Background: an optimization exercise with open tools, aiming at small area and a short achievable clock period. Do not read the settings as production practice.
Function not checked in this run: the RTL went through the layout flow alone.

**flow/design.v**
```verilog
module c_dff
  (clk, reset, active, d, q);
   parameter width = 32;
   parameter offset = 0;
   parameter reset_type = 0;
   parameter [offset:(offset+width)-1] reset_value = {width{1'b0}};
   input clk;
   wire  clk;
   input reset;
   wire  reset;
   input active;
   wire  active;   
   input [offset:(offset+width)-1] d;
   output [offset:(offset+width)-1] q;
   reg [offset:(offset+width)-1] q;
  generate
      case(reset_type)
	0:
	  always @(posedge clk, posedge reset)
	    if(reset)
	      q <= reset_value;
	    else if(active)
	      q <= d;
	1:
	  always @(posedge clk)
	    if(reset)
	      q <= reset_value;
	    else if(active)
	      q <= d;
      endcase 
  endgenerate
endmodule
module STDPmodel_4PWL
(reset,clk, A_pre,A_post,start_replay_phase, W_previous, W_new);
 	parameter buffer_size=32;	
	parameter buffer_Time=32;
	parameter reset_type = 1;
	parameter W_MAX=32'b00000000001000000000000000000000;
	parameter [4:0] nHistory=3'b110;
	input reset; 
	input clk;
    input A_pre;	
    input A_post;
    input start_replay_phase;
	wire   AdaptW;
	wire   AdaptW_2;
	wire   AdaptW_3;
	wire   AdaptW_4;
	input [buffer_size-1:0] W_previous;
	wire  [buffer_size-1:0] W_previous_q1;
	wire  [buffer_size-1:0] W_previous_q2;
	wire  [buffer_size-1:0] W_previous_q3;
    output [buffer_size-1:0] W_new;
	reg    [buffer_size-1:0] W_new;
	wire [buffer_Time-1:0] DeltaW;
	wire [buffer_Time-1:0] DeltaW_N;
	wire [buffer_Time-1:0]   DeltaT;
	wire [buffer_size-1:0]   abs_DELTA;
	wire   [buffer_size-1:0] W_q;	
	wire   [buffer_size-1:0] W_s;	
	wire   [buffer_size-1:0] W_B;	
	wire [buffer_size-1:0]  b0 = 32'b00000000111001000000000000000000;
	wire [buffer_size-1:0]  b1 = 32'b00000010100000000000000000000000;
	wire [buffer_size-1:0]  b2 = 32'b00000111100000000000000000000000;
	wire [buffer_size-1:0]  b3 = 32'b00000010101010000000000000000000;
    wire [buffer_size-1:0]  f_20;
    wire [buffer_size-1:0]  f_21;
    wire [buffer_size-1:0]  f_22;
    wire [buffer_size-1:0]  f_23;
	wire sign_dt_s1,sign_dt_q2;
	wire sign_dt_q3,sign_dt_q4;
	wire  [1:0] region;
	wire  sign_dw;
	wire    [buffer_size-1:0]  f_1_q;
	reg     [buffer_size-1:0]  f_2_s;
	wire    [buffer_size-1:0]  f_3_q;
	wire    [buffer_size-1:0]  f_3_q_N;
	generate
        reg [2:0] Count_pre; 
        reg [2:0] Count_post;
        wire[2:0] Delta_Count;
        wire[2:0] abs_Delta_Count;
        always @(posedge clk)
        if (reset==1'b1)
          Count_pre <= 3'b0;
        else
           if (A_pre==1'b1)
               Count_pre <= nHistory; 
           else     
               if(Count_pre==3'b0)
                   Count_pre <= Count_pre;
               else
                   Count_pre <= Count_pre-3'b1;
        always @(posedge clk)
        if (reset==1'b1)
           Count_post <= 3'b0;
        else
           if (A_post==1'b1)
               Count_post <= nHistory; 
           else     
               if(Count_post==3'b0)
                   Count_post <= Count_post;
               else
                   Count_post <= Count_post-3'b1;                   
	assign AdaptW= reset ? 1'b0 : ((Count_pre==3'b0) ? 1'b0 :((Count_post==3'b0)?   1'b0  :   1'b1));
	assign Delta_Count= AdaptW  ? Count_post-Count_pre : {buffer_size{1'b0}};
	reg sign_dt_hold;
	always @(posedge clk)
	if (reset==1'b1)
	   sign_dt_hold <= 1'b0;
	else
	   sign_dt_hold <= sign_dt_s1;
	assign sign_dt_s1 = AdaptW  ? (( Delta_Count[2])? 1'b1 : 1'b0) : (AdaptW_4 ? sign_dt_hold : 1'b0);
	assign abs_Delta_Count = AdaptW ? (sign_dt_s1 ?((~Delta_Count)+3'b001) : Delta_Count) :  3'b0;
	assign abs_DELTA = {4'b0,abs_Delta_Count,25'b0000000000000000000000000}; 
	assign region= (32'b00011110000000000000000000000000 <=abs_DELTA && abs_DELTA<=32'b01010000000000000000000000000000) ?  2'b01 :           
					  ((32'b00000000000000000000000000000000 <abs_DELTA  && abs_DELTA< 32'b00011110000000000000000000000000) ?  2'b10 :  2'b00	); 
	assign W_s= ( AdaptW_4 || AdaptW ) ?(sign_dt_s1 ? W_previous : W_MAX-W_previous) : W_previous;
	assign f_1_q=abs_DELTA >> 3;
	assign f_20=(f_1_q >> 4)+(f_1_q >> 6);  
	assign f_21=(f_1_q >> 1)+(f_1_q >> 6);
	assign f_22= f_1_q +(f_1_q >> 1)+(f_1_q >> 5);
	assign f_23=(f_1_q >> 2);
	wire [buffer_size-1:0]  f_2_q;
	always @(posedge clk)begin
	if (reset)
			f_2_s <= {buffer_size{1'b0}};
	else
	 if (AdaptW )
		case({region,sign_dt_s1})
		3'b011:
			f_2_s <= b0-f_20;
		3'b101:
			f_2_s <= b1-f_21;
		3'b100:
			f_2_s <= b2-f_22;
		3'b010:
			f_2_s <= b3-f_23;
		default:
			f_2_s <= {buffer_size{1'b0}}; 
		endcase
	else
	 f_2_s <= {buffer_size{1'b0}};
	end
		 c_dff
	     #(.width(1),
	       .reset_value(1'b0),
	       .reset_type(reset_type))
	   f2active
	     (.clk(clk),
	      .reset(reset),
	      .active(1'b1),
	      .d(AdaptW),
	      .q(AdaptW_2));
		c_dff
	     #(.width(1),
	       .reset_value(1'b0),
	       .reset_type(reset_type))
	   s02active
	     (.clk(clk),
	      .reset(reset),
	      .active(1'b1),
	      .d(sign_dt_s1),
	      .q(sign_dt_q2));
			 c_dff
	     #(.width(buffer_size),
	       .reset_value({buffer_size{1'b0}}),
	       .reset_type(reset_type))
	   w_1q
	     (.clk(clk),
	      .reset(reset),
	      .active(AdaptW),
	      .d(W_s),
	      .q(W_q));
	genvar i,k,l;
	integer j;
	wire  [buffer_size-1:0]  shift_reg_s  [0:buffer_size-1];
	wire  [buffer_size-1:0]  shift_reg_q  [0:buffer_size-1];
	wire  [buffer_size-1:0]  adder1       [0:buffer_size/2-1];
	wire  [buffer_size-1:0]  adder2       [0:buffer_size/2-1];
	wire  [buffer_size-1:0]  f_3_s;
	for (i = buffer_size-1; i >= 0; i = i -1) begin:WMultF1
		assign shift_reg_s[i]= W_q[i] ? (f_2_s >> (buffer_size-1-i)) : {buffer_size{1'b0}};
	end
	for (k = buffer_size-1; k >= 0; k = k -1) begin:WMult_shift
		 c_dff
	     #(.width(buffer_size),
	       .reset_value({buffer_size{1'b0}}),
	       .reset_type(reset_type))
	   shrq
	     (.clk(clk),
	      .reset(reset),
	      .active(1'b1),
	      .d(shift_reg_s[k]),
	      .q(shift_reg_q[k]));
	end
	c_dff
	     #(.width(1),
	       .reset_value(1'b0),
	       .reset_type(reset_type))
	   f3active
	     (.clk(clk),
	      .reset(reset),
	      .active(1'b1),
	      .d(AdaptW_2),
	      .q(AdaptW_3));
	c_dff
	     #(.width(1),
	       .reset_value(1'b0),
	       .reset_type(reset_type))
	   s03active
	     (.clk(clk),
	      .reset(reset),
	      .active(1'b1),
	      .d(sign_dt_q2),
	      .q(sign_dt_q3));
	assign adder1[0]=shift_reg_q[0];
	assign adder2[0]=shift_reg_q[16];
	for (l = 1; l <= buffer_size/2-1; l = l + 1) begin:WMultadd
			 assign adder1[l]= shift_reg_q[l]+adder1[l-1];
			 assign adder2[l]= shift_reg_q[l+buffer_size/2]+adder2[l-1];
	end
	assign f_3_s=adder1[buffer_size/2-1]+adder2[buffer_size/2-1];
		   c_dff
	     #(.width(buffer_size),
	       .reset_value({buffer_size{1'b0}}),
	       .reset_type(reset_type))
	   f3q
	     (.clk(clk),
	      .reset(reset),
	      .active(1'b1),
	      .d(f_3_s),
	      .q(f_3_q));
		c_dff
	     #(.width(1),
	       .reset_value(1'b0),
	       .reset_type(reset_type))
	   f4active
	     (.clk(clk),
	      .reset(reset),
	      .active(1'b1),
	      .d(AdaptW_3),
	      .q(AdaptW_4));
		c_dff
	     #(.width(1),
	       .reset_value(1'b0),
	       .reset_type(reset_type))
	   s04active
	     (.clk(clk),
	      .reset(reset),
	      .active(1'b1),
	      .d(sign_dt_q3),
	      .q(sign_dt_q4));	
	assign DeltaW = ( AdaptW_4 || AdaptW)  ? (sign_dt_q4 ? (~f_3_q+32'b00000000000000000000000000000001) : f_3_q) : {buffer_size{1'b0}} ;		  
		   c_dff
	     #(.width(buffer_size),
	       .reset_value({buffer_size{1'b0}}),
	       .reset_type(reset_type))
	   w_p_1q
	     (.clk(clk),
	      .reset(reset),
	      .active(AdaptW),
	      .d(W_previous),
	      .q(W_previous_q1));
			c_dff
	     #(.width(buffer_size),
	       .reset_value({buffer_size{1'b0}}),
	       .reset_type(reset_type))
	   w_p_2q
	     (.clk(clk),
	      .reset(reset),
	      .active(AdaptW),
	      .d(W_previous_q1),
	      .q(W_previous_q2));
			c_dff
	     #(.width(buffer_size),
	       .reset_value({buffer_size{1'b0}}),
	       .reset_type(reset_type))
	   w_p_3q
	     (.clk(clk),
	      .reset(reset),
	      .active(AdaptW),
	      .d(W_previous_q2),
	      .q(W_previous_q3));
	assign   W_B   = AdaptW_4 ? (W_previous_q3 + DeltaW) : (W_previous + DeltaW) ;
	assign   sign_dw = W_B[buffer_size-1];
	always @(posedge clk)
	if (start_replay_phase==1'b0)
		W_new <=  W_previous;
	else
		if ( AdaptW_4 || AdaptW)
			case ({sign_dw,sign_dt_q4})
				2'b00: W_new <=  W_B;
				2'b01: W_new <=  W_B;
				2'b10: W_new <=  W_MAX;
				2'b11: W_new <=  {buffer_size{1'b0}};
			endcase
		else
		W_new <= W_previous;		
		endgenerate
	endmodule
```
**flow/run.sh**
```bash
#!/bin/bash
# synth_recipe.tcl (not shown) runs the flow's synth.tcl, then flattens the netlist and writes it again
# the make line also repeats each setting of config.mk as NAME=value (left out here)
make -C /OpenROAD-flow-scripts/flow DESIGN_CONFIG=/design/flow/config.mk WORK_HOME=/design/flow/orfs CLKGATE_MAP_FILE= SYNTH_SCRIPT=/design/flow/synth_recipe.tcl finish
```
**flow/config.mk**
```make
export PLATFORM = sky130hd
export DESIGN_NAME = STDPmodel_4PWL
export DESIGN_NICKNAME = STDPmodel_4PWL
export VERILOG_FILES = /design/flow/design.v
export SDC_FILE = /design/flow/constraint.sdc
export NUM_CORES = 4
export LEC_CHECK = 0
export CAP_MARGIN = 20
export CORE_MARGIN = 2
export CORE_UTILIZATION = 40
export SLEW_MARGIN = 20
```
**flow/constraint.sdc**
```tcl
create_clock -name core_clock -period 7.5 [get_ports {clk}]
set_input_delay 1.5000 -clock core_clock [delete_from_list [all_inputs] [get_ports {clk}]]
set_output_delay 1.5000 -clock core_clock [all_outputs]
set_load 0.01 [all_outputs]
```
==> impl_metrics.tcl <==
set metrics [dict create \
    relSlewSlack_pct 23.99 \
    seq_power_share_pct 45.0 \
    grt_max_degree 96 \
    design_area_sq_mm 0.02808 \
    fin_crit_sh_pct 85.19 \
    worst_path_dominant_cell_family "adder cells" \
    syn_inst 2509 \
    hold_end "s04active.q$_SDFF_PP0_" \
    antenna_found_initial 0 \
    ys_dominant_reg_cell "dfxtp_1" \
    critPathMaxStageDelay_ns 0.55 \
    wl_per_cell_um 16.88 \
    drt-initial-drc-count 1024 \
    clock_path_buffers 3 \
    slowest_stage "fa_1" \
    seq_area_frac_synth_pct 36.10 \
    worstHoldPathCells 1 \
    synth.distinct_cells 72 \
    reg2reg_from "WMult_shift[15].shrq.q[29]$_SDFF_PP0_" \
    crit_top_cell "fa_1" \
    worst-path-buf-inv 6 \
    hold_violations 0 \
    chipWidth_um 254.0 \
    grt_pass1_wl_um 95210 \
    synth_edf_count 0 \
    cts_sinks 451 \
    placed_cell_area_sq_mm 0.02641 \
    drt-total-wl_um 57500 \
    place_hpwl_um 41550 \
    vias 16770 \
    synthArstFlopShare_pct 0 \
    tns_ns 0 \
    post_cts_buffers 0 \
    cts-resized-gates 0 \
    drcViolationCount 0 \
    insertion_delay_ns 0.58 \
    fmax_mhz 156.5 \
    root_buffer "clkbuf_16" \
    grt-ovfl-total 0 \
    leakage_nw 12.86 \
    grt_pass1_vias 17930 \
    h-tree-depth 2 \
    setup.worst_path.start_class "register" \
    gp_congestion 0.8604 \
    stdcell_count 3407 \
    hp-class "register to register" \
    via_per_inst 4.921 \
    cts_hold_buf 0 \
    synth-xor-area-share_pct 3.767 \
    ant_nets 0 \
    maxCapViolCount 0 \
    crit_fanout 4 \
    drive_gt1_share_pct 6.578 \
    total_power_mw 5.681 \
    cp.arrival_ns 6.82 \
    r2r-end "f3q.q[8]$_SDFF_PP0_" \
    dp_cells 3321 \
    area_growth_pct 12.29 \
    r2r_cells 23 \
    clk_pin_slew_worst_paths_ns 0.06 \
    core_region_area_sq_mm 0.06171 \
    p_per_area_mw_per_mm2 202.3 \
    die_area_sq_mm 0.06454 \
    fin_ws_ns 1.111 \
    layout_commonest_cell "dfxtp_1" \
    synth_top_family_by_area "adder cells" \
    skew_ns 0.01103 \
    synth_area_sq_mm 0.02501 \
    io_buffers 68 \
    setup.worst_path.end_class "register" \
    outcome "no timing/DRC/antenna violations" \
    layout_common_cells "446 x dfxtp_1, 399 x inv_1, 246 x and2_1, 209 x ha_1, 191 x fa_1" \
    rows 91 \
    nets 2970 \
    synth.area.mux_share_pct 1.681 \
    synth_seq_cells 451 \
    synth_adder_area_share_pct 25.75 \
    min-delay-start "s03active.q$_SDFF_PP0_" \
    switching_power_mw 1.439 \
    yosysWarnings 3 \
    numCtsBuffers 47 \
    p_int_mw 4.242 \
    clkPwrFrac_pct 44.0 \
    r2r_slack_ns 1.11 \
    crit_required_ns 7.93 \
    syn_nets 2946 \
    ios 69 \
    critical_path_class "register to register" \
    setup_violations 0 \
    synth_area_per_cell_sq_um 9.968 \
    drt_pass1_iterations 7 \
    peakVddDrop_mv 0.1564 \
    rsz0062_at_grt "false" \
    place_ws_ns 1.204 \
    yosys.area_share.simple_pct 13.58 \
    synth_compound_area_share_pct 11.41 \
    min_period_ns 6.389 \
    die_y_um 254.0 \
    worstPathCellList "inv_1 -> fa_1 -> inv_1 -> fa_1 -> fa_1 -> ha_1 -> inv_1 -> fa_1 -> inv_1 -> fa_1 -> inv_1 -> fa_1 -> inv_1 -> ha_1 -> fa_1 -> a21oi_1 -> o21bai_1 -> a211oi_1 -> o21bai_1 -> a21boi_0 -> o21ai_0 -> xnor2_1 -> nor2_1" \
    swShare_pct 25.33 \
    combPwrFrac_pct 11.0 \
    track_usage_pct 18.70 \
    final_max_slew_viol_count 0 \
    worst_pin_slew_ns 1.138 \
    cts_tree "yes" \
    start_util_pct 40.53 \
]
[power by group through the flow]
stage	clock network, mW	logic (mW)	registers [mW]
final	2.50	0.624	2.56
after CTS	2.56	0.627	2.56
after floorplan	0	0.424	2.57
after global placement	0	0.611	2.61
after detailed placement	0	0.622	2.61
after global routing	2.65	0.694	2.57
[registers in the layout (all words and copies together), names as in the netlist, 3 cells and up]
signal              flops
f_2_s                  11
w_p_2q.q               32
Count_post              3
WMult_shift.shrq.q    242
W_new                  32
w_1q.q                 28
w_p_3q.q               32
Count_pre               3
f3q.q                  31
w_p_1q.q               31
[logic make-up (layout without fill, tap and decap cells)]
| kind of cell | count (synthesis) | after routing |
|---|---|---|
| and+or+nand+nor | 617 | 617 |
| buffers and inverters | 505 | 565 |
| DFF | 451 | 451 |
| adders and majority gates | 400 | 400 |
| AOI/OAI and AO/OA | 392 | 392 |
| xor gates and xnor gates | 106 | 106 |
| muxes | 38 | 38 |
| other | 0 | 1 |
[cells in the mapped netlist (18+ instances only)]
library cell	n	area [sq um]
clkbuf_1	91	341.6
and2_1	246	1539
dfxtp_1	451	9029
a21o_1	20	150.1
o31ai_1	41	307.8
a211oi_1	29	217.7
nor3_1	20	100.1
fa_1	191	3824
inv_1	400	1501
nor2b_1	40	250.2
mux2_2	32	360.4
nand2_1	86	322.8
xor2_1	69	604.3
nor2_1	122	457.9
o21ai_0	68	340.3
a21oi_1	56	280.3
nand3_1	18	90.09
xnor2_1	36	315.3
a22o_1	94	823.3
ha_1	209	2615
[worst max-delay path by stage]
stage | from | to | slack (ns) | cells past startpoint
finish | WMult_shift[15].shrq.q[29]$_SDFF_PP0_ | f3q.q[8]$_SDFF_PP0_ | 1.11 | 23
floorplan | WMult_shift[15].shrq.q[29]$_SDFF_PP0_ | f3q.q[12]$_SDFF_PP0_ | 1.69 | 23
global placement | WMult_shift[15].shrq.q[29]$_SDFF_PP0_ | f3q.q[12]$_SDFF_PP0_ | 1.28 | 23
global route | WMult_shift[15].shrq.q[29]$_SDFF_PP0_ | f3q.q[12]$_SDFF_PP0_ | 0.77 | 23
detailed placement | WMult_shift[16].shrq.q[28]$_SDFF_PP0_ | f3q.q[8]$_SDFF_PP0_ | 1.20 | 23
CTS | WMult_shift[15].shrq.q[29]$_SDFF_PP0_ | f3q.q[8]$_SDFF_PP0_ | 1.17 | 23
[through the flow]
step                      hold slack [ns]  util, %
after floorplan                    0.4138        -
after global placement             0.4242    42.79
after detailed placement           0.4299    42.80
after CTS                          0.4440    45.49
after global routing               0.4591    45.50
final                              0.4406    45.51
[worst register-to-register path, stage by stage (launching register included)]
cell and delay [ns]:
dfxtp_1 0.31, inv_1 0.05, fa_1 0.53, inv_1 0.06
fa_1 0.48, fa_1 0.55, ha_1 0.14, inv_1 0.05
fa_1 0.53, inv_1 0.05, fa_1 0.47, inv_1 0.06
fa_1 0.53, inv_1 0.04, ha_1 0.22, fa_1 0.41
a21oi_1 0.17, o21bai_1 0.13, a211oi_1 0.35, o21bai_1 0.22
a21boi_0 0.42, o21ai_0 0.22, xnor2_1 0.21, nor2_1 0.06
[final cells by class]
class | count | area, sq um
diodes | 1 | 2.502
clock buffers | 68 | 1418
clock inverters | 17 | 244.0
fillers | 5953 | 33630
inverters | 400 | 1504
multi-input cells | 1553 | 14070
flip-flops and latches | 451 | 9035
well taps | 837 | 1047
repair buffers | 80 | 765.7
[metal layers]
layer	track usage (%)	vias to the layer above	wire length, um
li1	-	8173	-
met1	24.77	8171	26210
met2	31.85	327	27330
met3	2.612	94	2555
met4	5.193	0	1407
met5	0	-	0

[port drivers added, routing unchanged]
The results above use ideal ports. As a check the final layout listed here was re-extracted and re-timed, cells and wires unchanged. Step 1, drivers: a clkbuf_16 drives clk and a buf_2 each remaining input, both assumed. Step 2 also shifts input and output timing later by t, the mid clock arrival at the registers, as if the neighbouring blocks saw the same clock. Three values: ideal ports, drivers, drivers and shift; two values: the first two.
t, ns: 0.633
slack for setup (ns): 1.111 / 1.111 / 1.111
clock arrival spread, ns: 0.015 / 0.015
slew at the worst register clock pin (ns): 0.07 / 0.07
cell pins on the clock port's net: 1
After both steps setup and hold are still met in this run. The setup slack of this run moves by 0.000 ns with the drivers and by 0.000 ns with both steps.
